Source: an optimization exercise on an open RTL-to-GDS flow (aim: small area). Production flows keep margins and buffers that such runs may drop.
Only simulation tests tie the RTL to the original design; equivalence was not proved.
Power figures rest on the tool's default switching activity, not on a simulated workload.

--- flow/run.sh ---
#!/bin/bash
set -e
here=$(pwd)
export BUFFER_PORTS_ARGS="-buffer_cell sky130_fd_sc_hd__buf_1"
export REMOVE_ABC_BUFFERS=1
export PRE_RESIZE_TCL="$here/flow/downsize.tcl"
export CTS_ARGS="-sink_clustering_enable -repair_clock_nets -dont_use_dummy_load -buf_list sky130_fd_sc_hd__clkbuf_8 -sink_clustering_size 19 -sink_clustering_max_diameter 80"
bash standard.sh > standard.log 2>&1
--- flow/downsize.tcl ---
# Before placement repair: set every combinational cell to its smallest
# drive strength. repair_design (run right after this by ORFS) and the
# later timing repair size up only what slew, capacitance or timing need.
set db [ord::get_db]
set n 0
foreach inst [[ord::get_db_block] getInsts] {
  set m [$inst getMaster]
  set name [$m getName]
  if {[$m getType] ne "CORE"} { continue }
  if {![regexp {^(sky130_fd_sc_hd__[a-z0-9]+)_([0-9]+)$} $name -> base size]} { continue }
  if {$size <= 1} { continue }
  if {[regexp {^sky130_fd_sc_hd__(df|edf|sdf|dl|clk)} $name]} { continue }
  set small [$db findMaster ${base}_1]
  if {$small eq "NULL" || $small eq ""} { continue }
  if {[$small getWidth] >= [$m getWidth]} { continue }
  $inst swapMaster $small
  incr n
}
puts "downsize.tcl: $n cells set to drive strength 1"
--- standard.sh ---
#!/bin/bash
# synth_recipe.tcl (not shown) runs the flow's synth.tcl, then flattens the netlist and writes it again
# the make line also repeats each setting of config.mk as NAME=value (left out here)
make -C /OpenROAD-flow-scripts/flow DESIGN_CONFIG=/design/flow/config.mk WORK_HOME=/design/flow/orfs CLKGATE_MAP_FILE= SYNTH_SCRIPT=/design/flow/synth_recipe.tcl "${@:-finish}"
--- config.mk ---
export PLATFORM = sky130hd
export DESIGN_NAME = fifo
export DESIGN_NICKNAME = fifo
export VERILOG_FILES = /design/flow/design.v
export SDC_FILE = /design/flow/constraint.sdc
export NUM_CORES = 4
export LEC_CHECK = 0
export CAP_MARGIN = 20
export CORE_MARGIN = 2
export CORE_UTILIZATION = 75
export GPL_TIMING_DRIVEN = 0
export SLEW_MARGIN = 20
export SYNTH_HIERARCHICAL = 1
--- constraint.sdc ---
create_clock -name core_clock -period 5.0 [get_ports {clk}]
set_input_delay 1.0000 -clock core_clock [delete_from_list [all_inputs] [get_ports {clk}]]
set_output_delay 1.0000 -clock core_clock [all_outputs]
set_load 0.01 [all_outputs]
--- design.v ---
module fifo#(parameter DEPTH = 16,
             parameter WIDTH = 16)(
    input logic clk,
    input logic rst,
    input logic push_i,
    input logic [WIDTH-1:0] push_data_i,
    input logic pop_i,
    output logic [WIDTH-1:0] pop_data_i,
    output logic fifo_full,
    output logic fifo_empty);
  logic [15:0][WIDTH-1:0] mem_queue, mem_next;
  logic [WIDTH-1:0] din, rdata;
  logic [4:0] cnt, cnt_next;
  logic phase;
  logic [15:0] h, s, l;
  logic pop, pop_n;
  fifo_ctrl u_ctrl (
    .rst(rst), .push_i(push_i), .pop_i(pop_i),
    .cnt(cnt), .cnt_next(cnt_next),
    .h(h), .s(s), .l(l), .pop(pop), .pop_n(pop_n),
    .fifo_full(fifo_full), .fifo_empty(fifo_empty));
  fifo_xor_word #(.WIDTH(WIDTH)) u_din (
    .a(push_data_i), .b(phase), .y(din));
  for (genvar w = 0; w < 15; w++) begin : g_word
    fifo_store_word #(.WIDTH(WIDTH)) u_word (
      .q(mem_queue[w]), .up(mem_queue[w+1]), .d(din),
      .h(h[w]), .s(s[w]), .l(l[w]), .n(mem_next[w]));
  end
  fifo_store_top #(.WIDTH(WIDTH)) u_word15 (
    .q(mem_queue[15]), .d(din), .h(h[15]), .l(l[15]), .n(mem_next[15]));
  fifo_out_word #(.WIDTH(WIDTH)) u_out (
    .m(mem_queue[0]), .phase(phase), .q(pop_data_i), .pop(pop),
    .pop_n(pop_n), .n(rdata));
  always_ff @(posedge clk) begin
    phase <= ~(phase | rst);
    cnt <= cnt_next;
    mem_queue <= mem_next;
    pop_data_i <= rdata;
  end
endmodule
module fifo_store_word #(parameter WIDTH = 16) (
    input logic [WIDTH-1:0] q, up, d,
    input logic h, s, l,
    output logic [WIDTH-1:0] n);
  assign n = ~((q & {WIDTH{h}}) | (up & {WIDTH{s}}) | (d & {WIDTH{l}}));
endmodule
module fifo_store_top #(parameter WIDTH = 16) (
    input logic [WIDTH-1:0] q, d,
    input logic h, l,
    output logic [WIDTH-1:0] n);
  assign n = ~((q & {WIDTH{h}}) | (d & {WIDTH{l}}));
endmodule
module fifo_xor_word #(parameter WIDTH = 16) (
    input logic [WIDTH-1:0] a,
    input logic b,
    output logic [WIDTH-1:0] y);
  assign y = a ^ {WIDTH{b}};
endmodule
module fifo_out_word #(parameter WIDTH = 16) (
    input logic [WIDTH-1:0] m, q,
    input logic phase, pop, pop_n,
    output logic [WIDTH-1:0] n);
  assign n = ((m ^ {WIDTH{phase}}) & {WIDTH{pop}}) | (q & {WIDTH{pop_n}});
endmodule
module fifo_ctrl (
    input logic rst, push_i, pop_i,
    input logic [4:0] cnt,
    output logic [4:0] cnt_next,
    output logic [15:0] h, s, l,
    output logic pop, pop_n,
    output logic fifo_full, fifo_empty);
  logic push;
  assign push  = push_i & ~rst;
  assign pop   = pop_i & ~rst;
  assign pop_n = ~pop;
  assign fifo_full  = cnt[4];
  assign fifo_empty = (cnt == 5'd0);
  always_comb begin
    if (rst)
      cnt_next = 5'd0;
    else if (push_i & ~pop_i)
      cnt_next = cnt + 5'd1;
    else if (pop_i & ~push_i)
      cnt_next = cnt - 5'd1;
    else
      cnt_next = cnt;
  end
  logic [3:0] pa, pb, hi;
  for (genvar j = 0; j < 4; j++) begin : g_pre
    assign pa[j] = (cnt[1:0] == j) & push & ~pop;
    assign pb[j] = (cnt[1:0] == j) & push & pop;
    assign hi[j] = (cnt[3:2] == j);
  end
  for (genvar w = 0; w < 16; w++) begin : g_sel
    localparam int N = w + 1;
    logic pbs, his;
    if (w == 15) begin : g_last
      assign pbs = push & pop;
      assign his = cnt[4];
    end else begin : g_mid
      assign pbs = pb[N % 4];
      assign his = hi[N / 4];
    end
    fifo_wsel u_sel (
      .pa(pa[w % 4]), .ha(hi[w / 4]), .pb(pbs), .hb(his),
      .pop(pop), .pop_n(pop_n), .h(h[w]), .s(s[w]), .l(l[w]));
  end
endmodule
module fifo_wsel (
    input logic pa, ha, pb, hb, pop, pop_n,
    output logic h, s, l);
  fifo_ao22 u_l (.a1(pa), .a2(ha), .b1(pb), .b2(hb), .y(l));
  fifo_nor2 u_s (.a(pop_n), .b(l), .y(s));
  fifo_nor2 u_h (.a(pop), .b(l), .y(h));
endmodule
module fifo_ao22 (
    input logic a1, a2, b1, b2,
    output logic y);
  assign y = (a1 & a2) | (b1 & b2);
endmodule
module fifo_nor2 (
    input logic a, b,
    output logic y);
  assign y = ~(a | b);
endmodule
==> results of run 1 <==
==> sequential cells by signal, summed over array words and instances (netlist names) <==
signal / cells
cnt: 5
mem_queue: 256
phase: 1
pop_data_i: 16
==> how the worst min path moves through the flow <==
stage,startpoint,endpoint,slack [ns],depth (start not counted)
floorplan,mem_queue[126]$_DFF_P_,mem_queue[110]$_DFF_P_,0.42,1
global placement,mem_queue[94]$_DFF_P_,mem_queue[78]$_DFF_P_,0.43,1
detailed placement,mem_queue[94]$_DFF_P_,mem_queue[78]$_DFF_P_,0.43,1
CTS,mem_queue[238]$_DFF_P_,mem_queue[222]$_DFF_P_,0.44,1
global route,mem_queue[171]$_DFF_P_,mem_queue[155]$_DFF_P_,0.47,1
finish,mem_queue[238]$_DFF_P_,mem_queue[222]$_DFF_P_,0.44,1
==> power by group <==
| group | total [W] | switching, W | internal, W |
|---|---|---|---|
| Combinational | 0.000886 | 0.000416 | 0.000470 |
| Clock | 0.000952 | 0.000625 | 0.000327 |
| Sequential | 0.00311 | 0.000359 | 0.00275 |
==> metrics by stage <==
stage | utilization [%] | setup TNS [ns] | power [W] | setup WS (ns) | std cells
floorplan | - | 0 | 0.00367 | 0.835 | 678
finish | 79.1 | 0 | 0.00495 | 0.647 | 915
global placement | 75.4 | -100.08 | 0.00391 | -0.695 | 887
global route | 79.1 | 0 | 0.00515 | 0.439 | 915
CTS | 78.8 | 0 | 0.00492 | 0.440 | 913
detailed placement | 76.9 | -1.23 | 0.00402 | -0.0954 | 895
==> layout make-up <==
type	instances	share of cell area (%)
Clock buffer	18	2.48
Multi-Input combinational cell	395	36.8
Sequential cell	278	55.8
Tap cell	172	2.16
Inverter	5	0.188
Timing Repair Buffer	47	2.56
==> per-layer routing <==
| metal | global-route usage, % | vias up | routed length, µm |
|---|---|---|---|
| met5 | 0 | - | 0 |
| li1 | - | 3259 | - |
| met3 | 4.80 | 79 | 2150 |
| met1 | 44.9 | 3741 | 9290 |
| met4 | 16.9 | 0 | 977 |
| met2 | 56.9 | 499 | 12200 |
==> worst max-delay path: cells and delay by family <==
kind	cells	cell delay (ns)
and+or+nand+nor	3	2.08
AOI/OAI and AO/OA	2	0.75
buffers and inverters	2	0.83
==> summary.md, run 1 <==
| Metric | Value |
|---|---|
| Run status | no timing/DRC/antenna violations |
| Commonest non-fill, non-tap cells in the layout | dfxtp_1 (277), a222oi_1 (240), buf_1 (37) |
| Synthesized area per cell | 13.2 µm² |
| Reg area | 5570 µm² |
| Hold Path Class | reg2reg |
| Die Y | 118 µm |
| Antenna-violating nets left | 0 |
| CP startpoint | rst |
| Cell count after synthesis | 738 |
| Worst path cell trace | buf_1 -> nand2b_2 -> inv_2 -> and3_1 -> a22o_1 -> nor2_1 -> a222oi_1 |
| Area occupied by multi-input gates | 3680 µm² |
| Ports | 38 |
| CP max-delay cell | nor2_1 |
| TritonCTS clock tree | built |
| Largest net degree at the start of global routing | 38 |
| Clock buffer depth | 3 |
| GRT Overall Usage | 34.5% |
| First-pass GRT wire length | 38700 µm |
| Least-Margin Pin Slew | 1.14 ns |
| WP data arrival | 4.68 ns |
| Port bufs | 37 |
| Crit-path max cell delay | 0.94 ns |
| Worst Setup EP | mem_queue[159]$_DFF_P_ |
| Initial antenna violation count | 0 |
| Post-CTS Hold Buffers | 0 |
| Vias per std cell | 8.28 |
| Max frequency | 230 MHz |
| Setup Buffers After CTS | 0 |
| Fin Clk Skew | 0.0301 ns |
| WL per Instance | 26.9 µm |
| Share of cells above drive strength 1 | 7.54% |
| Layout filler cell count | 783 |
| Row count | 41 |
| Leak | 3.56 nW |
| Critical path type | in2reg |
| Die W | 118 µm |
| Reg clk slew, reported paths | 0.10 ns |
| Worst-Skew Late Latency | 0.51 ns |
| Endpoints failing setup | 0 |
| RSZ-0062 raised after global routing | false |
| Core footprint | 12600 µm² |
| Critical path fanouts, max | 37 |
| DP Area | 9700 µm² |
| Max-slew headroom | 23.9% |
| Vias in the first global route | 7268 |
| Pwr dens | 496 nW/µm² |
| CTS resizes | 0 |
| Dpl hpwl | 16100 µm |
| Total grt overflow | 0 |
| CTS Buf Count | 18 |
| Crit. End Element | register |
| Post-layout instance area | 9980 µm² |
| Synth warn | 8 |
| Fin. Hold Viols | 0 |
| DRT Pass-1 Iters | 14 |
| Final Cycle Share | 87.1% |
| Final WL | 24600 µm |
| Initial Utilization | 77.0% |
| Final min period | 4.35 ns |
| Die area | 13900 µm² |
| MaxCap Viol Count | 0 |
| Post-route DRC | 0 |
| Fin. max-slew vios | 0 |
| Nets | 769 |
| Final hold slack | 0.439 ns |
| FF-to-FF setup slack | 2.09 ns |
| FF-to-FF path depth | 6 |
| Synthesis-to-layout area growth | 2.69% |
| Via Count | 7578 |
| Worst EP required | 5.33 ns |
| 1st-iter DRT viols | 1829 |
| Max IR drop VDD | 389 µV |
| Root buf cell | clkbuf_8 |
| Placer congestion estimate | 0.983 |
| Worst r2r src | cnt[0]$_DFF_P_ |
| # diodes | 0 |
| Mapped Area | 9720 µm² |
| Reg-to-reg endpoint | mem_queue[159]$_DFF_P_ |
| Worst setup SP type | primary input |
| CTS sink cnt | 278 |
| Most common cell after layout, fill and taps aside | dfxtp_1 |
| H-tree levels | 1 |
==> run 2, diff against run 1 <==
==> flow/run.sh (replaced) <==
#!/bin/bash
set -e
here=$(pwd)
export BUFFER_PORTS_ARGS="-buffer_cell sky130_fd_sc_hd__buf_1"
export PRE_RESIZE_TCL="$here/flow/downsize.tcl"
export CTS_ARGS="-sink_clustering_enable -repair_clock_nets -dont_use_dummy_load -buf_list sky130_fd_sc_hd__clkbuf_8 -sink_clustering_size 18 -sink_clustering_max_diameter 45"
bash standard.sh > standard.log 2>&1
--- a/config.mk
+++ b/config.mk
@@ -8,6 +8,5 @@
 export CAP_MARGIN = 20
 export CORE_MARGIN = 2
 export CORE_UTILIZATION = 75
-export GPL_TIMING_DRIVEN = 0
 export SLEW_MARGIN = 20
 export SYNTH_HIERARCHICAL = 1
==> run 2 against run 1 <==
  * Sequential power barely moved
  * Routed wire length is 0.13% lower
  * Register-to-register slack got worse by 0.02 ns
  * Synthesized cell count unchanged
  * Cell count grew 2.1%
  * Total power grew 2.2%
  * Cell area down 0.74%
  * Non-clock buffer count grew 13
  * Critical path depth rose by 3
  * Critical path type unchanged
  * Highest routed layer unchanged
==> summary.md, run 2 <==
| Metric | Value |
|---|---|
| Run status | no timing/DRC/antenna violations (unchanged) |
| Worst path cell trace | buf_1 -> nand2b_1 -> buf_2 -> inv_1 -> buf_2 -> and2_1 -> a22o_1 -> nor2_1 -> buf_1 -> a22oi_1 (was buf_1 -> nand2b_2 -> inv_2 -> and3_1 -> a22o_1 -> nor2_1 -> a222oi_1) |
| CTS Buf Count | 24 (was 18) |
| Root buf cell | clkbuf_8 (unchanged) |
| CP max-delay cell | buf_2 (was nor2_1) |
| Total grt overflow | 0 (unchanged) |
| Placer congestion estimate | 0.843 (was 0.983) |
| RSZ-0062 raised after global routing | false (unchanged) |
| Reg with most FFs | mem_queue (unchanged) |
| Fin. Hold Viols | 0 (unchanged) |
| Most common cell after layout, fill and taps aside | dfxtp_1 (unchanged) |
| Fin. max-slew vios | 0 (unchanged) |
| Largest registers | mem_queue: 256 flops, pop_data_i: 16 flops, cnt: 5 flops (unchanged) |
| Worst EP required | 5.30 ns (was 5.33 ns) |
| First-pass GRT wire length | 38100 µm (was 38700 µm) |
| Least-Margin Pin Slew | 1.22 ns (was 1.14 ns) |
| Pwr dens | 510 nW/µm² (was 496 nW/µm²) |
| Largest net degree at the start of global routing | 34 (was 38) |
| Worst setup SP type | primary input (unchanged) |
| Share of cells above drive strength 1 | 4.86% (was 7.54%) |
| Row count | 41 (unchanged) |
| Crit-path max cell delay | 0.60 ns (was 0.94 ns) |
| Synthesized area per cell | 13.2 µm² (unchanged) |
| Final WL | 24600 µm (about the same) |
| Leak | 3.57 nW (was 3.56 nW) |
| Max frequency | 245 MHz (was 230 MHz) |
| Clock buffer depth | 3 (unchanged) |
| CTS resizes | 0 (unchanged) |
| WP data arrival | 4.38 ns (was 4.68 ns) |
| H-tree levels | 1 (unchanged) |
| Nets | 788 (was 769) |
| Setup TNS | 0 ns (unchanged) |
| Met1 wire length | 9010 µm (was 9290 µm) |
| Max reg flops | 256 (unchanged) |
| Die Y | 118 µm (unchanged) |
| Critical path type | in2reg (unchanged) |
| Max-slew headroom | 18.5% (was 23.9%) |
| Final min period | 4.08 ns (was 4.35 ns) |
| Max IR drop VDD | 368 µV (was 389 µV) |
| Synthesis-to-layout area growth | 1.93% (was 2.69%) |
| Reg clk slew, reported paths | 0.10 ns (about the same) |
| Setup Buffers After CTS | 0 (unchanged) |
| Port bufs | 37 (unchanged) |
| DP Area | 9530 µm² (was 9700 µm²) |
| Worst-Skew Late Latency | 0.54 ns (was 0.51 ns) |
| Cell count after synthesis | 738 (unchanged) |
| Post-CTS Hold Buffers | 0 (unchanged) |
| Critical path fanouts, max | 33 (was 37) |
| Hold Path Class | reg2reg (unchanged) |
| CTS sink cnt | 278 (unchanged) |
| Die W | 118 µm (unchanged) |
| Mapped Area | 9720 µm² (unchanged) |
| MaxCap Viol Count | 0 (unchanged) |
| WL met3 | 2590 µm (was 2150 µm) |
| Endpoints failing setup | 0 (unchanged) |
| Post-route DRC | 0 (unchanged) |
| CP Buf/Inv Count | 5 (was 2) |
| WL per Instance | 26.3 µm (was 26.9 µm) |
| Initial Utilization | 77.0% (unchanged) |
| Via Count | 7657 (was 7578) |
| Top sig layer | met4 (unchanged) |
| DRT Pass-1 Iters | 14 (unchanged) |
| GRT Overall Usage | 34.1% (was 34.5%) |
| Post-layout instance area | 9910 µm² (was 9980 µm²) |
| Antenna-violating nets left | 0 (unchanged) |
| WL met2 | 12200 µm (about the same) |
| Ports | 38 (unchanged) |
| TritonCTS clock tree | built (unchanged) |
| Vias in the first global route | 7291 (was 7268) |
| Die area | 13900 µm² (unchanged) |
| Crit path max-delay family | buffers and inverters (was simple AND/OR/NAND/NOR gates) |
| Fin Clk Skew | 0.0469 ns (was 0.0301 ns) |
| Synth warn | 8 (unchanged) |
| Vias per std cell | 8.20 (was 8.28) |
| Crit. End Element | register (unchanged) |
| 1st-iter DRT viols | 1858 (was 1829) |
| Initial antenna violation count | 0 (unchanged) |
| Core footprint | 12600 µm² (unchanged) |
| Dpl hpwl | 15600 µm (was 16100 µm) |
| Final Cycle Share | 81.6% (was 87.1%) |
| # diodes | 0 (unchanged) |
| Commonest non-fill, non-tap cells in the layout | dfxtp_1 (277), a222oi_1 (240), buf_1 (54) (was dfxtp_1 (277), a222oi_1 (240), buf_1 (37)) |
## run 2: final cells by class
cell class	count	area, µm²
sequential	278	5570
multi-input combinational	395	3520
fill	830	2710
clock buffer	24	330
timing repair buffer	60	254
tap	172	215
inverter	5	18.8
## run 2: worst paths after layout
kind,slack [ns],start,end,cells after the start
setup / recovery,0.92,rst,mem_queue[250]$_DFF_P_,10
hold / removal,0.42,mem_queue[64]$_DFF_P_,mem_queue[48]$_DFF_P_,1
setup reg to reg,2.07,cnt[0]$_DFF_P_,mem_queue[90]$_DFF_P_,6
hold reg to reg,0.42,mem_queue[64]$_DFF_P_,mem_queue[48]$_DFF_P_,1
## run 2: power breakdown
part	total (W)	internal (W)	switching, W
clock network	0.00108	0.000429	0.000650
logic	0.000862	0.000458	0.000404
registers	0.00312	0.00276	0.000361
total	0.00506	0.00364	0.00141
## run 2: metal layers
metal	up-vias	track usage, %
li1	3314	-
met1	3757	43.6
met2	512	58.0
met5	-	0
met4	0	11.8
met3	74	6.40
## run 2: through the flow
| stage | hold WS, ns | util [%] | instances | worst slack (ns) | total power (W) |
|---|---|---|---|---|---|
| finish | 0.424 | 78.5 | 934 | 0.920 | 0.00506 |
| global route | 0.432 | 78.5 | 934 | 0.729 | 0.00525 |
| CTS | 0.425 | 78.1 | 930 | 1.09 | 0.00503 |
| detailed placement | 0.435 | 75.5 | 906 | 0.572 | 0.00399 |
| global placement | 0.431 | 76.5 | 906 | 1.13 | 0.00394 |
| floorplan | 0.420 | - | 738 | 1.71 | 0.00372 |
==> run 3, diff against run 2 <==
==> flow/run.sh (replaced) <==
#!/bin/bash
set -e
here=$(pwd)
export BUFFER_PORTS_ARGS="-buffer_cell sky130_fd_sc_hd__buf_1"
export PRE_RESIZE_TCL="$here/flow/downsize.tcl"
export CTS_ARGS="-sink_clustering_enable -repair_clock_nets -dont_use_dummy_load -buf_list sky130_fd_sc_hd__clkbuf_8 -sink_clustering_size 20 -sink_clustering_max_diameter 80"
bash standard.sh > standard.log 2>&1
==> run 3 against run 2 <==
  * Routed wire length grew 0.23%
  * Die area unchanged
  * Flip-flop and latch count did not move
  * Critical path type unchanged
  * Maximum frequency about the same
  * Worst hold slack better by 0.027 ns
  * Highest routed layer unchanged
  * Synthesized cell count did not move
  * Critical path depth unchanged
==> summary.md, run 3 <==
| Metric | Value |
|---|---|
| Least-Margin Pin Slew | 1.24 ns (was 1.22 ns) |
| Via Count | 7582 (was 7657) |
| Post-CTS Hold Buffers | 0 (unchanged) |
| Port bufs | 37 (unchanged) |
| CTS Buf Count | 17 (was 24) |
| Synthesized area per cell | 13.2 µm² (unchanged) |
| Reg-to-reg endpoint | mem_queue[131]$_DFF_P_ (was mem_queue[90]$_DFF_P_) |
| Synth warn | 8 (unchanged) |
| Leak | 3.52 nW (was 3.57 nW) |
| Die Y | 118 µm (unchanged) |
| Worst-Skew Late Latency | 0.51 ns (was 0.54 ns) |
| Share of cells above drive strength 1 | 4.23% (was 4.86%) |
| Hold endpoint | mem_queue[78]$_DFF_P_ (was mem_queue[48]$_DFF_P_) |
| Cell count after synthesis | 738 (unchanged) |
| FF-to-FF setup slack | 2.08 ns (was 2.07 ns) |
| Placer congestion estimate | 0.843 (unchanged) |
| Run status | no timing/DRC/antenna violations (unchanged) |
| Pwr dens | 500 nW/µm² (was 510 nW/µm²) |
| Hold Crit Depth | 1 (unchanged) |
| Hold Path Class | reg2reg (unchanged) |
| Synthesis-to-layout area growth | 1.04% (was 1.93%) |
| Largest net degree at the start of global routing | 34 (unchanged) |
| Fin. Hold Viols | 0 (unchanged) |
| Mapped Area | 9720 µm² (unchanged) |
| Busiest grt layer | met2 (unchanged) |
| WL per Instance | 26.6 µm (was 26.3 µm) |
| WP data arrival | 4.39 ns (was 4.38 ns) |
| Final Total Pwr | 0.00491 W (was 0.00506 W) |
| Die W | 118 µm (unchanged) |
| Worst EP required | 5.31 ns (was 5.30 ns) |
| Root buf cell | clkbuf_8 (unchanged) |
| Die area | 13900 µm² (unchanged) |
| Row count | 41 (unchanged) |
| # diodes | 0 (unchanged) |
| CTS sink cnt | 278 (unchanged) |
| Fin. max-slew vios | 0 (unchanged) |
| Final min period | 4.08 ns (about the same) |
| Commonest non-fill, non-tap cells in the layout | dfxtp_1 (277), a222oi_1 (240), buf_1 (54) (unchanged) |
| Crit. End Element | register (unchanged) |
| Max reg flops | 256 (unchanged) |
| 1st-iter DRT viols | 1812 (was 1858) |
| Met1 Usage GRT | 44.0% (was 43.6%) |
| Worst path cell trace | buf_1 -> nand2b_1 -> buf_2 -> inv_1 -> buf_2 -> and2_1 -> a22o_1 -> nor2_1 -> buf_1 -> a22oi_1 (unchanged) |
| Endpoints failing setup | 0 (unchanged) |
| Vias in the first global route | 7220 (was 7291) |
| MaxCap Viol Count | 0 (unchanged) |
| Vias per std cell | 8.17 (was 8.20) |
| TritonCTS clock tree | built (unchanged) |
| Critical path fanouts, max | 33 (unchanged) |
| Most common cell after layout, fill and taps aside | dfxtp_1 (unchanged) |
| DRT Pass-1 Iters | 17 (was 14) |
| Max IR drop VDD | 378 µV (was 368 µV) |
| Largest registers | mem_queue: 256 flops, pop_data_i: 16 flops, cnt: 5 flops (unchanged) |
| Met2 Track Usage GR | 57.7% (was 58.0%) |
| Max frequency | 245 MHz (about the same) |
| H-tree levels | 1 (unchanged) |
| Antenna-violating nets left | 0 (unchanged) |
| Crit-path max cell delay | 0.61 ns (was 0.60 ns) |
| Worst r2r src | cnt[0]$_DFF_P_ (unchanged) |
| Post-route DRC | 0 (unchanged) |
| Fin Clk Skew | 0.0233 ns (was 0.0469 ns) |
| Max-slew headroom | 17.2% (was 18.5%) |
| Initial antenna violation count | 0 (unchanged) |
| Nets | 782 (was 788) |
| Setup TNS | 0 ns (unchanged) |
| Reg clk slew, reported paths | 0.11 ns (was 0.10 ns) |
| Core footprint | 12600 µm² (unchanged) |
| First-pass GRT wire length | 38100 µm (about the same) |
| GRT Overall Usage | 34.0% (was 34.1%) |
| Reg with most FFs | mem_queue (unchanged) |
| Setup Buffers After CTS | 0 (unchanged) |
| Initial Utilization | 77.0% (unchanged) |
| Clock buffer depth | 3 (unchanged) |
| Met3 Usage GRT | 5.96% (was 6.40%) |
| Hold wc startpoint | mem_queue[94]$_DFF_P_ (was mem_queue[64]$_DFF_P_) |
| Dpl hpwl | 15600 µm (unchanged) |
| FF-to-FF path depth | 6 (unchanged) |
| Total grt overflow | 0 (unchanged) |
| CTS resizes | 0 (unchanged) |
| Final hold slack | 0.451 ns (was 0.424 ns) |
| Ports | 38 (unchanged) |
| Critical path type | in2reg (unchanged) |
| RSZ-0062 raised after global routing | false (unchanged) |
| CP max-delay cell | buf_2 (unchanged) |
| Final Cycle Share | 81.6% (about the same) |
| Final WL | 24700 µm (was 24600 µm) |
| Worst setup SP type | primary input (unchanged) |
run 3: layer usage:
layer	vias to the layer above	part of all wire, %
met1	3740	37
li1	3293	-
met2	487	49
met5	-	0
met3	62	11
met4	0	2.8
run 3: cell type report:
| class | count | area, µm² |
|---|---|---|
| clock buffer | 17 | 234 |
| tap | 172 | 215 |
| multi-input combinational | 395 | 3530 |
| inverter | 5 | 18.8 |
| fill | 845 | 2800 |
| sequential | 278 | 5570 |
| timing repair buffer | 61 | 262 |
run 3: power by group:
| group | total [W] | switching [W] | internal, W | leakage, nW |
|---|---|---|---|---|
| Combinational | 0.000867 | 0.000408 | 0.000458 | 1.06 |
| Sequential | 0.00311 | 0.000359 | 0.00275 | 2.34 |
| Clock | 0.000928 | 0.000618 | 0.000310 | 0.122 |
run 3: stage by stage:
stage / utilization (%) / cells / setup WS (ns) / cell area [µm²]
2_1_floorplan: - / 738 / 1.71 / 9720
3_3_place_gp: 76.5 / 906 / 1.13 / 9650
3_5_place_dp: 75.5 / 906 / 0.572 / 9530
4_1_cts: 77.3 / 923 / 1.11 / 9760
5_1_grt: 77.8 / 928 / 0.743 / 9820
6_report: 77.8 / 928 / 0.920 / 9820
run 3: how the worst max path moves through the flow:
| stage | startpoint | end | depth (start not counted) | slack (ns) |
|---|---|---|---|---|
| floorplan | rst | mem_queue[101]$_DFF_P_ | 8 | 1.71 |
| global placement | rst | mem_queue[26]$_DFF_P_ | 8 | 1.13 |
| detailed placement | rst | mem_queue[252]$_DFF_P_ | 10 | 0.57 |
| CTS | rst | mem_queue[252]$_DFF_P_ | 10 | 1.11 |
| global route | rst | mem_queue[247]$_DFF_P_ | 10 | 0.74 |
| finish | rst | mem_queue[250]$_DFF_P_ | 10 | 0.92 |
run 3: worst max-delay path, delay by kind of cell:
| family | cells | cell delay (ns) |
|---|---|---|
| AND/OR/NAND/NOR | 3 | 0.61 |
| buffers and inverters | 5 | 2.12 |
| AO/OA/AOI/OAI | 2 | 0.63 |
==> run 4, diff against run 3 <==
==> flow/run.sh (replaced) <==
#!/bin/bash
set -e
here=$(pwd)
export BUFFER_PORTS_ARGS="-buffer_cell sky130_fd_sc_hd__buf_1"
export PRE_RESIZE_TCL="$here/flow/downsize.tcl"
export CTS_ARGS="-sink_clustering_enable -repair_clock_nets -dont_use_dummy_load -buf_list sky130_fd_sc_hd__clkbuf_8 -sink_clustering_size 18 -sink_clustering_max_diameter 80"
bash standard.sh > standard.log 2>&1
==> config.mk (replaced) <==
export PLATFORM = sky130hd
export DESIGN_NAME = fifo
export DESIGN_NICKNAME = fifo
export VERILOG_FILES = /design/flow/design.v
export SDC_FILE = /design/flow/constraint.sdc
export NUM_CORES = 4
export LEC_CHECK = 0
export CAP_MARGIN = 5
export CORE_MARGIN = 2
export CORE_UTILIZATION = 85
export SLEW_MARGIN = 5
export SYNTH_HIERARCHICAL = 1
==> run 4 against run 3 <==
  * Still clean on timing, DRC and antenna
  * Cell area fell by 0.64%
  * Critical endpoint is now mem_queue[6]$_DFF_P_
  * Critical path type unchanged
  * Register-to-register slack lost 0.06 ns
  * Critical path depth decreased by 3
==> summary.md, run 4 <==
| Metric | Value |
|---|---|
| Run status | no timing/DRC/antenna violations (unchanged) |
| # diodes | 0 (unchanged) |
| Area occupied by multi-input gates | 3520 µm² (was 3530 µm²) |
| Worst-Skew Late Latency | 0.52 ns (was 0.51 ns) |
| Worst setup SP type | primary input (unchanged) |
| Max IR drop VDD | 390 µV (was 378 µV) |
| Initial antenna violation count | 0 (unchanged) |
| Synth warn | 8 (unchanged) |
| First-pass GRT wire length | 38700 µm (was 38100 µm) |
| Endpoints failing setup | 0 (unchanged) |
| Clock network power share | 19.7% (was 18.9%) |
| Max reg flops | 256 (unchanged) |
| Commonest non-fill, non-tap cells in the layout | dfxtp_1 (277), a222oi_1 (240), buf_1 (53) (was dfxtp_1 (277), a222oi_1 (240), buf_1 (54)) |
| Synthesis-to-layout area growth | 0.399% (was 1.04%) |
| 1st-iter DRT viols | 2046 (was 1812) |
| Int Power | 0.00355 W (was 0.00352 W) |
| Hold Path Class | reg2reg (unchanged) |
| Non-filler cells, final | 895 (was 928) |
| Die Y | 111 µm (was 118 µm) |
| Via Count | 7751 (was 7582) |
| WL per Instance | 27.6 µm (was 26.6 µm) |
| Max frequency | 254 MHz (was 245 MHz) |
| Die W | 111 µm (was 118 µm) |
| Total grt overflow | 0 (unchanged) |
| CTS Buf Count | 19 (was 17) |
| Post-CTS Hold Buffers | 0 (unchanged) |
| Final min period | 3.94 ns (was 4.08 ns) |
| Critical path type | in2reg (unchanged) |
| Reg area | 5570 µm² (unchanged) |
| Port bufs | 37 (unchanged) |
| Layout filler cell count | 578 (was 845) |
| MaxCap Viol Count | 0 (unchanged) |
| Core footprint | 11300 µm² (was 12600 µm²) |
| Final WL | 24700 µm (about the same) |
| Combinational Power Share | 17.5% (was 17.7%) |
| Initial Utilization | 86.2% (was 77.0%) |
| Fin Clk Skew | 0.0414 ns (was 0.0233 ns) |
| Setup TNS | 0 ns (unchanged) |
| WP data arrival | 4.33 ns (was 4.39 ns) |
| Critical path fanouts, max | 37 (was 33) |
| Vias per std cell | 8.66 (was 8.17) |
| Max-slew headroom | 18.5% (was 17.2%) |
| Reg with most FFs | mem_queue (unchanged) |
| CTS sink cnt | 278 (unchanged) |
| Leak | 3.51 nW (was 3.52 nW) |
| Post-route DRC | 0 (unchanged) |
| Synthesized area per cell | 13.2 µm² (unchanged) |
| Nets | 778 (was 782) |
| Reg clk slew, reported paths | 0.10 ns (was 0.11 ns) |
| Post-placement cell count | 876 (was 906) |
| Root buf cell | clkbuf_8 (unchanged) |
| Largest net degree at the start of global routing | 38 (was 34) |
| Switching part of the total | 28.4% (was 28.2%) |
| Setup Buffers After CTS | 0 (unchanged) |
| Mapped Area | 9720 µm² (unchanged) |
| Placer congestion estimate | 0.824 (was 0.843) |
| Row count | 39 (was 41) |
| Cell count after synthesis | 738 (unchanged) |
| H-tree levels | 1 (unchanged) |
| Ports | 38 (unchanged) |
| Share of cells above drive strength 1 | 3.19% (was 4.23%) |
| Fin. max-slew vios | 0 (unchanged) |
| GRT Overall Usage | 38.6% (was 34.0%) |
| Antenna-violating nets left | 0 (unchanged) |
| Worst EP required | 5.40 ns (was 5.31 ns) |
| Fin. Hold Viols | 0 (unchanged) |
| CTS resizes | 0 (unchanged) |
| Vias in the first global route | 7419 (was 7220) |
| Dpl hpwl | 16000 µm (was 15600 µm) |
| Die area | 12300 µm² (was 13900 µm²) |
| Sequential share of power | 62.9% (was 63.4%) |
| Pwr dens | 508 nW/µm² (was 500 nW/µm²) |
| DRT Pass-1 Iters | 13 (was 17) |
| NetSw | 0.00141 W (was 0.00138 W) |
| TritonCTS clock tree | built (unchanged) |
| Crit. End Element | register (unchanged) |
| Final Cycle Share | 78.8% (was 81.6%) |
| Largest registers | mem_queue: 256 flops, pop_data_i: 16 flops, cnt: 5 flops (unchanged) |
| RSZ-0062 raised after global routing | false (unchanged) |
| Clock buffer depth | 3 (unchanged) |
| Least-Margin Pin Slew | 1.22 ns (was 1.24 ns) |
| Most common cell after layout, fill and taps aside | dfxtp_1 (unchanged) |
==> run 4: worst paths after layout <==
kind              slack [ns]                    from                      to  cells after the start
setup / recovery        1.06                     rst    mem_queue[6]$_DFF_P_                      7
hold reg to reg         0.45  mem_queue[233]$_DFF_P_  mem_queue[217]$_DFF_P_                      1
setup reg to reg        2.02          cnt[0]$_DFF_P_   mem_queue[55]$_DFF_P_                      6
hold / removal          0.45  mem_queue[233]$_DFF_P_  mem_queue[217]$_DFF_P_                      1
==> run 4: power by group through the flow <==
stage | Combinational [W] | Sequential (W) | Clock [W]
after global routing | 0.000927 | 0.00316 | 0.00105
after floorplan | 0.000687 | 0.00303 | 0
final | 0.000867 | 0.00312 | 0.000976
after CTS | 0.000852 | 0.00310 | 0.000974
after global placement | 0.000806 | 0.00312 | 0
after detailed placement | 0.000848 | 0.00315 | 0
==> run 4: critical path, stage by stage <==
cell and delay, ns:
buf_1 0.20, nand2b_1 0.22, inv_1 0.88, and3_1 0.38
a22o_1 0.66, nor2_1 0.47, a222oi_1 0.48
==> run 4: per-layer routing <==
| layer | vias to the layer above | part of all wire [%] | GRT usage [%] |
|---|---|---|---|
| li1 | 3305 | - | - |
| met4 | 0 | 5.1 | 17.2 |
| met5 | - | 0 | 0 |
| met1 | 3771 | 36 | 48.9 |
| met3 | 107 | 9.7 | 5.03 |
| met2 | 568 | 49 | 66.4 |
==> run 4: layout make-up <==
type | count | share of cell area, %
Inverter | 5 | 0.192
Sequential cell | 278 | 57.0
Tap cell | 143 | 1.83
Clock buffer | 19 | 2.68
Timing Repair Buffer | 55 | 2.20
Multi-Input combinational cell | 395 | 36.1
==> run 4: per-stage QoR <==
step | area, µm² | utilization (%) | setup slack [ns] | power [W] | hold WS, ns
6_report | 9760 | 86.6 | 1.06 | 0.00496 | 0.447
5_1_grt | 9760 | 86.6 | 0.892 | 0.00514 | 0.442
4_1_cts | 9760 | 86.6 | 1.21 | 0.00493 | 0.443
3_5_place_dp | 9500 | 84.3 | 0.713 | 0.00400 | 0.435
3_3_place_gp | 9610 | 85.2 | 0.869 | 0.00392 | 0.431
2_1_floorplan | 9720 | - | 1.71 | 0.00372 | 0.420
==> run 5, diff against run 4 <==
--- a/config.mk
+++ b/config.mk
@@ -7,6 +7,6 @@
 export LEC_CHECK = 0
 export CAP_MARGIN = 5
 export CORE_MARGIN = 2
-export CORE_UTILIZATION = 85
+export CORE_UTILIZATION = 75
 export SLEW_MARGIN = 5
 export SYNTH_HIERARCHICAL = 1
==> run 5 against run 4 <==
  * Global-route usage decreased by 4.5 points
  * Combinational power decreased by 1%
  * Cell area increased by 0.27%
  * Maximum frequency decreased by 3.7%
  * Largest power group unchanged
  * Synthesized cell count unchanged
  * Highest routed layer unchanged
  * Clock power decreased by 0.6%
==> summary.md, run 5 <==
| Metric | Value |
|---|---|
| Worst-Skew Late Latency | 0.54 ns (was 0.52 ns) |
| Most common cell after layout, fill and taps aside | dfxtp_1 (unchanged) |
| Via Count | 7649 (was 7751) |
| Die W | 118 µm (was 111 µm) |
| Worst path cell trace | buf_1 -> nand2b_1 -> buf_2 -> inv_1 -> buf_2 -> and2_1 -> a22o_1 -> nor2_1 -> buf_1 -> a22oi_1 (was buf_1 -> nand2b_1 -> inv_1 -> and3_1 -> a22o_1 -> nor2_1 -> a222oi_1) |
| Worst setup SP type | primary input (unchanged) |
| WP data arrival | 4.35 ns (was 4.33 ns) |
| Reg clk slew, reported paths | 0.11 ns (was 0.10 ns) |
| RSZ-0062 raised after global routing | false (unchanged) |
| Placer congestion estimate | 0.843 (was 0.824) |
| Synth warn | 8 (unchanged) |
| Commonest non-fill, non-tap cells in the layout | dfxtp_1 (277), a222oi_1 (240), buf_1 (54) (was dfxtp_1 (277), a222oi_1 (240), buf_1 (53)) |
| Max IR drop VDD | 308 µV (was 390 µV) |
| Nets | 779 (was 778) |
| CP max-delay cell | buf_2 (was inv_1) |
| Fin. max-slew vios | 0 (unchanged) |
| Initial Utilization | 77.0% (was 86.2%) |
| CTS resizes | 0 (unchanged) |
| Max-slew headroom | 16.1% (was 18.5%) |
| Max frequency | 244 MHz (was 254 MHz) |
| First-pass GRT wire length | 38100 µm (was 38700 µm) |
| Vias per std cell | 8.27 (was 8.66) |
| Final Cycle Share | 81.8% (was 78.8%) |
| Place WS | 0.572 ns (was 0.713 ns) |
| Synthesized area per cell | 13.2 µm² (unchanged) |
| TritonCTS clock tree | built (unchanged) |
| Cell count after synthesis | 738 (unchanged) |
| Setup Buffers After CTS | 0 (unchanged) |
| Antenna-violating nets left | 0 (unchanged) |
| Pwr dens | 505 nW/µm² (was 508 nW/µm²) |
| Dpl hpwl | 15600 µm (was 16000 µm) |
| Root buf cell | clkbuf_8 (unchanged) |
| Total grt overflow | 0 (unchanged) |
| Share of cells above drive strength 1 | 3.05% (was 3.19%) |
| Reg with most FFs | mem_queue (unchanged) |
| Leak | 3.51 nW (about the same) |
| Largest net degree at the start of global routing | 34 (was 38) |
| CTS Buf Count | 19 (unchanged) |
| Core footprint | 12600 µm² (was 11300 µm²) |
| Crit-path max cell delay | 0.58 ns (was 0.88 ns) |
| Layout Utilization | 77.6% (was 86.6%) |
| WL per Instance | 26.6 µm (was 27.6 µm) |
| Post-CTS Hold Buffers | 0 (unchanged) |
| GRT Overall Usage | 34.0% (was 38.6%) |
| Setup slack after layout | 0.909 ns (was 1.06 ns) |
| Final min period | 4.09 ns (was 3.94 ns) |
| H-tree levels | 1 (unchanged) |
| Crit. End Element | register (unchanged) |
| Critical path type | in2reg (unchanged) |
| DRT Pass-1 Iters | 13 (unchanged) |
| Clock buffer depth | 3 (unchanged) |
| Die Y | 118 µm (was 111 µm) |
| Max reg flops | 256 (unchanged) |
| 1st-iter DRT viols | 1837 (was 2046) |
| Least-Margin Pin Slew | 1.26 ns (was 1.22 ns) |
| Row count | 41 (was 39) |
| Vias in the first global route | 7286 (was 7419) |
| CTS sink cnt | 278 (unchanged) |
| Mapped Area | 9720 µm² (unchanged) |
| Fin. Hold Viols | 0 (unchanged) |
| Setup TNS | 0 ns (unchanged) |
| Synthesis-to-layout area growth | 0.669% (was 0.399%) |
| MaxCap Viol Count | 0 (unchanged) |
| Die area | 13900 µm² (was 12300 µm²) |
| # diodes | 0 (unchanged) |
| Endpoints failing setup | 0 (unchanged) |
| Critical path fanouts, max | 33 (was 37) |
| Final Total Pwr | 0.00494 W (was 0.00496 W) |
| Initial antenna violation count | 0 (unchanged) |
| Largest registers | mem_queue: 256 flops, pop_data_i: 16 flops, cnt: 5 flops (unchanged) |
| Run status | no timing/DRC/antenna violations (unchanged) |
| Ports | 38 (unchanged) |
| Final WL | 24600 µm (was 24700 µm) |
| Post-route DRC | 0 (unchanged) |
| Hold Path Class | reg2reg (unchanged) |
| Port bufs | 37 (unchanged) |
| Worst EP required | 5.26 ns (was 5.40 ns) |
| Fin Clk Skew | 0.0574 ns (was 0.0414 ns) |
run 5: cell count changes in the layout (fill, tap and decap cells not counted):
cell    delta
buf_1      +1
buf_2      +1
buf_6      -1
xor2_1     +1
xor2_2     -1
run 5: path summary, 6_finish.rpt:
path	from	end	slack, ns	depth (start not counted)
worst max-delay path	rst	mem_queue[250]$_DFF_P_	0.91	10
worst min-delay path	mem_queue[240]$_DFF_P_	mem_queue[224]$_DFF_P_	0.42	1
worst max register to register	cnt[0]$_DFF_P_	mem_queue[229]$_DFF_P_	2.10	6
worst min register to register	mem_queue[240]$_DFF_P_	mem_queue[224]$_DFF_P_	0.42	1
run 5: worst max-delay path, delay by kind of cell:
family | cells | cell delay [ns]
and+or+nand+nor | 3 | 0.61
AOI/OAI and AO/OA | 2 | 0.63
buffers and inverters | 5 | 2.08
run 5: per-stage QoR:
stage          instance area [µm²]  hold slack, ns  std cells
5_1_grt                       9790           0.442        925
4_1_cts                       9790           0.414        925
2_1_floorplan                 9720           0.420        738
3_3_place_gp                  9650           0.431        906
6_report                      9790           0.420        925
3_5_place_dp                  9530           0.435        906
run 5: layout make-up:
class,instances,area (µm²)
clock buffer,19,262
multi-input combinational,395,3510
sequential,278,5570
timing repair buffer,56,213
fill,858,2830
tap,172,215
inverter,5,18.8
run 5: power breakdown:
part / internal [W] / switching, W
registers: 0.00276 / 0.000360
clock network: 0.000344 / 0.000626
logic: 0.000452 / 0.000406
total: 0.00355 / 0.00139
run 5: metal layers:
| layer | vias up | track usage [%] | part of all wire [%] |
|---|---|---|---|
| li1 | 3301 | - | - |
| met1 | 3747 | 43.5 | 36 |
| met2 | 512 | 58.0 | 49 |
| met3 | 89 | 5.91 | 11 |
| met4 | 0 | 12.8 | 3.7 |
| met5 | - | 0 | 0 |
==> run 6, diff against run 5 <==
==> flow/run.sh (replaced) <==
#!/bin/bash
set -e
here=$(pwd)
export BUFFER_PORTS_ARGS="-buffer_cell sky130_fd_sc_hd__buf_1"
export PRE_RESIZE_TCL="$here/flow/downsize.tcl"
export CTS_ARGS="-sink_clustering_enable -repair_clock_nets -dont_use_dummy_load -buf_list sky130_fd_sc_hd__clkbuf_8 -root_buf sky130_fd_sc_hd__clkbuf_4 -tree_buf sky130_fd_sc_hd__clkbuf_4 -sink_clustering_size 18 -sink_clustering_max_diameter 80"
bash standard.sh > standard.log 2>&1
--- a/config.mk
+++ b/config.mk
@@ -7,6 +7,6 @@
 export LEC_CHECK = 0
 export CAP_MARGIN = 5
 export CORE_MARGIN = 2
-export CORE_UTILIZATION = 75
+export CORE_UTILIZATION = 80
 export SLEW_MARGIN = 5
 export SYNTH_HIERARCHICAL = 1
==> run 6 against run 5 <==
  * Cell area down 0.42%
  * Flip-flop and latch count unchanged
  * Critical path depth down 3
  * Highest routed layer unchanged
  * Sequential share of layout area up 0.24 points
  * Via count down 1.1%
  * Die area down 6.0%
  * Clock skew down 0.016 ns
  * Sequential power about the same
==> summary.md, run 6 <==
| Metric | Value |
|---|---|
| Run status | no timing/DRC/antenna violations (unchanged) |
| FF-to-FF path depth | 6 (unchanged) |
| Via Count | 7568 (was 7649) |
| Port bufs | 37 (unchanged) |
| Die area | 13000 µm² (was 13900 µm²) |
| WL per Instance | 26.3 µm (was 26.6 µm) |
| Mapped Area | 9720 µm² (unchanged) |
| Initial antenna violation count | 1 (was 0) |
| Top sig layer | met4 (unchanged) |
| Critical path fanouts, max | 37 (was 33) |
| Leak | 3.50 nW (was 3.51 nW) |
| Worst path cell trace | buf_1 -> nand2b_1 -> inv_1 -> and3_1 -> a22o_1 -> nor2_1 -> a222oi_1 (was buf_1 -> nand2b_1 -> buf_2 -> inv_1 -> buf_2 -> and2_1 -> a22o_1 -> nor2_1 -> buf_1 -> a22oi_1) |
| Root buf cell | clkbuf_4 (was clkbuf_8) |
| GRT Overall Usage | 35.6% (was 34.0%) |
| Post-route DRC | 0 (unchanged) |
| Non-filler cells, final | 897 (was 925) |
| TritonCTS clock tree | built (unchanged) |
| Endpoints failing setup | 0 (unchanged) |
| Fin Clk Skew | 0.0410 ns (was 0.0574 ns) |
| Max reg flops | 256 (unchanged) |
| Vias per std cell | 8.44 (was 8.27) |
| Post-CTS Hold Buffers | 0 (unchanged) |
| Sequential share of power | 63.5% (was 63.0%) |
| Final min period | 3.77 ns (was 4.09 ns) |
| Final Total Pwr | 0.00490 W (was 0.00494 W) |
| Crit path max-delay family | compound AO/OA/AOI/OAI gates (was buffers and inverters) |
| Max-slew headroom | 16.7% (was 16.1%) |
| Worst r2r src | cnt[0]$_DFF_P_ (unchanged) |
| Post-placement cell count | 877 (was 906) |
| Antenna-violating nets left | 0 (unchanged) |
| Core footprint | 11900 µm² (was 12600 µm²) |
| Reg-to-reg endpoint | mem_queue[59]$_DFF_P_ (was mem_queue[229]$_DFF_P_) |
| Place WS | 0.707 ns (was 0.572 ns) |
| Max frequency | 265 MHz (was 244 MHz) |
| Reg with most FFs | mem_queue (unchanged) |
| Commonest non-fill, non-tap cells in the layout | dfxtp_1 (277), a222oi_1 (240), buf_1 (51) (was dfxtp_1 (277), a222oi_1 (240), buf_1 (54)) |
| CTS sink cnt | 278 (unchanged) |
| Fin. Hold Viols | 0 (unchanged) |
| Worst EP required | 5.50 ns (was 5.26 ns) |
| Max IR drop VDD | 356 µV (was 308 µV) |
| Nets | 775 (was 779) |
| Hold wc startpoint | mem_queue[253]$_DFF_P_ (was mem_queue[240]$_DFF_P_) |
| Largest net degree at the start of global routing | 38 (was 34) |
| Crit-path max cell delay | 0.91 ns (was 0.58 ns) |
| WL met2 | 11700 µm (was 12200 µm) |
| Synthesized area per cell | 13.2 µm² (unchanged) |
| Final WL | 23600 µm (was 24600 µm) |
| Final Cycle Share | 75.3% (was 81.8%) |
| NetSw | 0.00138 W (was 0.00139 W) |
| Clock buffer depth | 3 (unchanged) |
| First-pass GRT wire length | 37200 µm (was 38100 µm) |
| Total grt overflow | 0 (unchanged) |
| Worst-Skew Late Latency | 0.63 ns (was 0.54 ns) |
| Initial Utilization | 81.6% (was 77.0%) |
| Clock network power share | 19.2% (was 19.6%) |
| CP max-delay cell | inv_1 (was buf_2) |
| 1st-iter DRT viols | 1787 (was 1837) |
| CP Buf/Inv Count | 2 (was 5) |
| Cell count after synthesis | 738 (unchanged) |
| Ports | 38 (unchanged) |
| Combinational Power Share | 17.3% (was 17.4%) |
| Die W | 114 µm (was 118 µm) |
| Critical path type | in2reg (unchanged) |
| Placer congestion estimate | 0.891 (was 0.843) |
| CTS Buf Count | 19 (unchanged) |
| Synthesis-to-layout area growth | 0.245% (was 0.669%) |
| Crit. End Element | register (unchanged) |
| Dpl hpwl | 15600 µm (about the same) |
| Int Power | 0.00352 W (was 0.00355 W) |
| Reg clk slew, reported paths | 0.11 ns (about the same) |
| RSZ-0062 raised after global routing | false (unchanged) |
| Synth warn | 8 (unchanged) |
| MaxCap Viol Count | 0 (unchanged) |
| Layout Utilization | 81.8% (was 77.6%) |
| Hold Crit Depth | 1 (unchanged) |
| Pwr dens | 502 nW/µm² (was 505 nW/µm²) |
| Share of cells above drive strength 1 | 3.34% (was 3.05%) |
| WP data arrival | 4.27 ns (was 4.35 ns) |
| Setup TNS | 0 ns (unchanged) |
| FF-to-FF setup slack | 2.06 ns (was 2.10 ns) |
| Fin. max-slew vios | 0 (unchanged) |
| WL met3 | 2160 µm (was 2610 µm) |
| Vias in the first global route | 7310 (was 7286) |
| Worst setup SP type | primary input (unchanged) |
| Hold endpoint | mem_queue[237]$_DFF_P_ (was mem_queue[224]$_DFF_P_) |
| Switching part of the total | 28.1% (was 28.2%) |
| CTS resizes | 0 (unchanged) |
| Setup slack after layout | 1.23 ns (was 0.909 ns) |
| Layout filler cell count | 726 (was 858) |
| Most common cell after layout, fill and taps aside | dfxtp_1 (unchanged) |
| Hold Path Class | reg2reg (unchanged) |
| Setup Buffers After CTS | 0 (unchanged) |
| H-tree levels | 1 (unchanged) |
| Least-Margin Pin Slew | 1.25 ns (was 1.26 ns) |
| Row count | 40 (was 41) |
| DRT Pass-1 Iters | 15 (was 13) |
| Met1 wire length | 8640 µm (was 8930 µm) |
| Largest registers | mem_queue: 256 flops, pop_data_i: 16 flops, cnt: 5 flops (unchanged) |
| Die Y | 114 µm (was 118 µm) |
-- run 6: layout make-up --
cell class	instances	area, µm²	area share, %
inverters	5	18.8	0.193
diodes	1	2.50	0.0257
multi-input cells	395	3530	36.3
well taps	147	184	1.89
clock buffers	19	243	2.49
flip-flops and latches	278	5570	57.1
repair buffers	52	196	2.02
-- run 6: metrics by stage --
stage / cell area (µm²) / hold slack, ns
after floorplan: 9720 / 0.420
after global placement: 9610 / 0.430
after detailed placement: 9500 / 0.438
after CTS: 9740 / 0.421
after global routing: 9750 / 0.454
final: 9750 / 0.412
-- run 6: power by group through the flow --
stage / sequential (W) / combinational [W] / clock (W)
after floorplan: 0.00303 / 0.000687 / 0
after global placement: 0.00312 / 0.000805 / 0
after detailed placement: 0.00315 / 0.000834 / 0
after CTS: 0.00310 / 0.000837 / 0.000941
after global routing: 0.00315 / 0.000915 / 0.00102
final: 0.00311 / 0.000848 / 0.000940
-- run 6: metal layers --
layer / vias to the layer above / track usage [%]
met3: 89 / 4.76
met1: 3727 / 43.9
met5: - / 0
met4: 0 / 18.9
met2: 451 / 61.0
li1: 3301 / -
-- run 6: worst register-to-register path: cells and delay by family, from the launching register on --
| family | cells | cell delay (ns) |
|---|---|---|
| compound gates | 2 | 0.74 |
| fa+ha+maj | 1 | 0.26 |
| buf+inv | 1 | 0.12 |
| flops | 1 | 0.43 |
| simple gates | 2 | 1.19 |
-- run 6: how the worst max path moves through the flow --
stage / start / endpoint / slack, ns / depth (start not counted)
after floorplan: rst / mem_queue[101]$_DFF_P_ / 1.71 / 8
after global placement: rst / mem_queue[78]$_DFF_P_ / 0.94 / 7
after detailed placement: rst / mem_queue[59]$_DFF_P_ / 0.71 / 7
after CTS: rst / mem_queue[164]$_DFF_P_ / 1.35 / 7
after global routing: rst / mem_queue[164]$_DFF_P_ / 1.06 / 7
final: rst / mem_queue[164]$_DFF_P_ / 1.23 / 7

## what the ideal ports hide
How much do the figures lean on ideal ports? The routed layouts below were timed once more, with nothing changed but the port constraints. Step 1: set_driving_cell puts a clkbuf_16 on clk and a buf_2 on each other input, an assumption about the parent block. Step 2 moves the port delays by t, midway between the first and last clock arrival at a register: inputs arrive t later, outputs are due t later. That takes back most of the time a late clock gives input paths. Slacks: no drivers / after step 1 / after step 2; pairs: no drivers / after step 1.
run	shift t [ns]	setup WS [ns]	latest minus earliest clock arrival (ns)
run 1	0.532	0.647 / 0.662 / 0.130	0.030 / 0.030
run 2	0.568	0.920 / 0.935 / 0.368	0.065 / 0.065
run 3	0.542	0.920 / 0.935 / 0.393	0.025 / 0.024
run 4	0.536	1.061 / 1.065 / 0.529	0.043 / 0.043
run 5	0.534	0.909 / 0.921 / 0.387	0.089 / 0.090
run 6	0.645	1.233 / 1.251 / 0.606	0.044 / 0.044
After both steps every run listed still meets setup and hold. For run 6, which loses most, drivers alone change the setup slack by +0.018 ns; drivers and shift together by -0.627 ns.
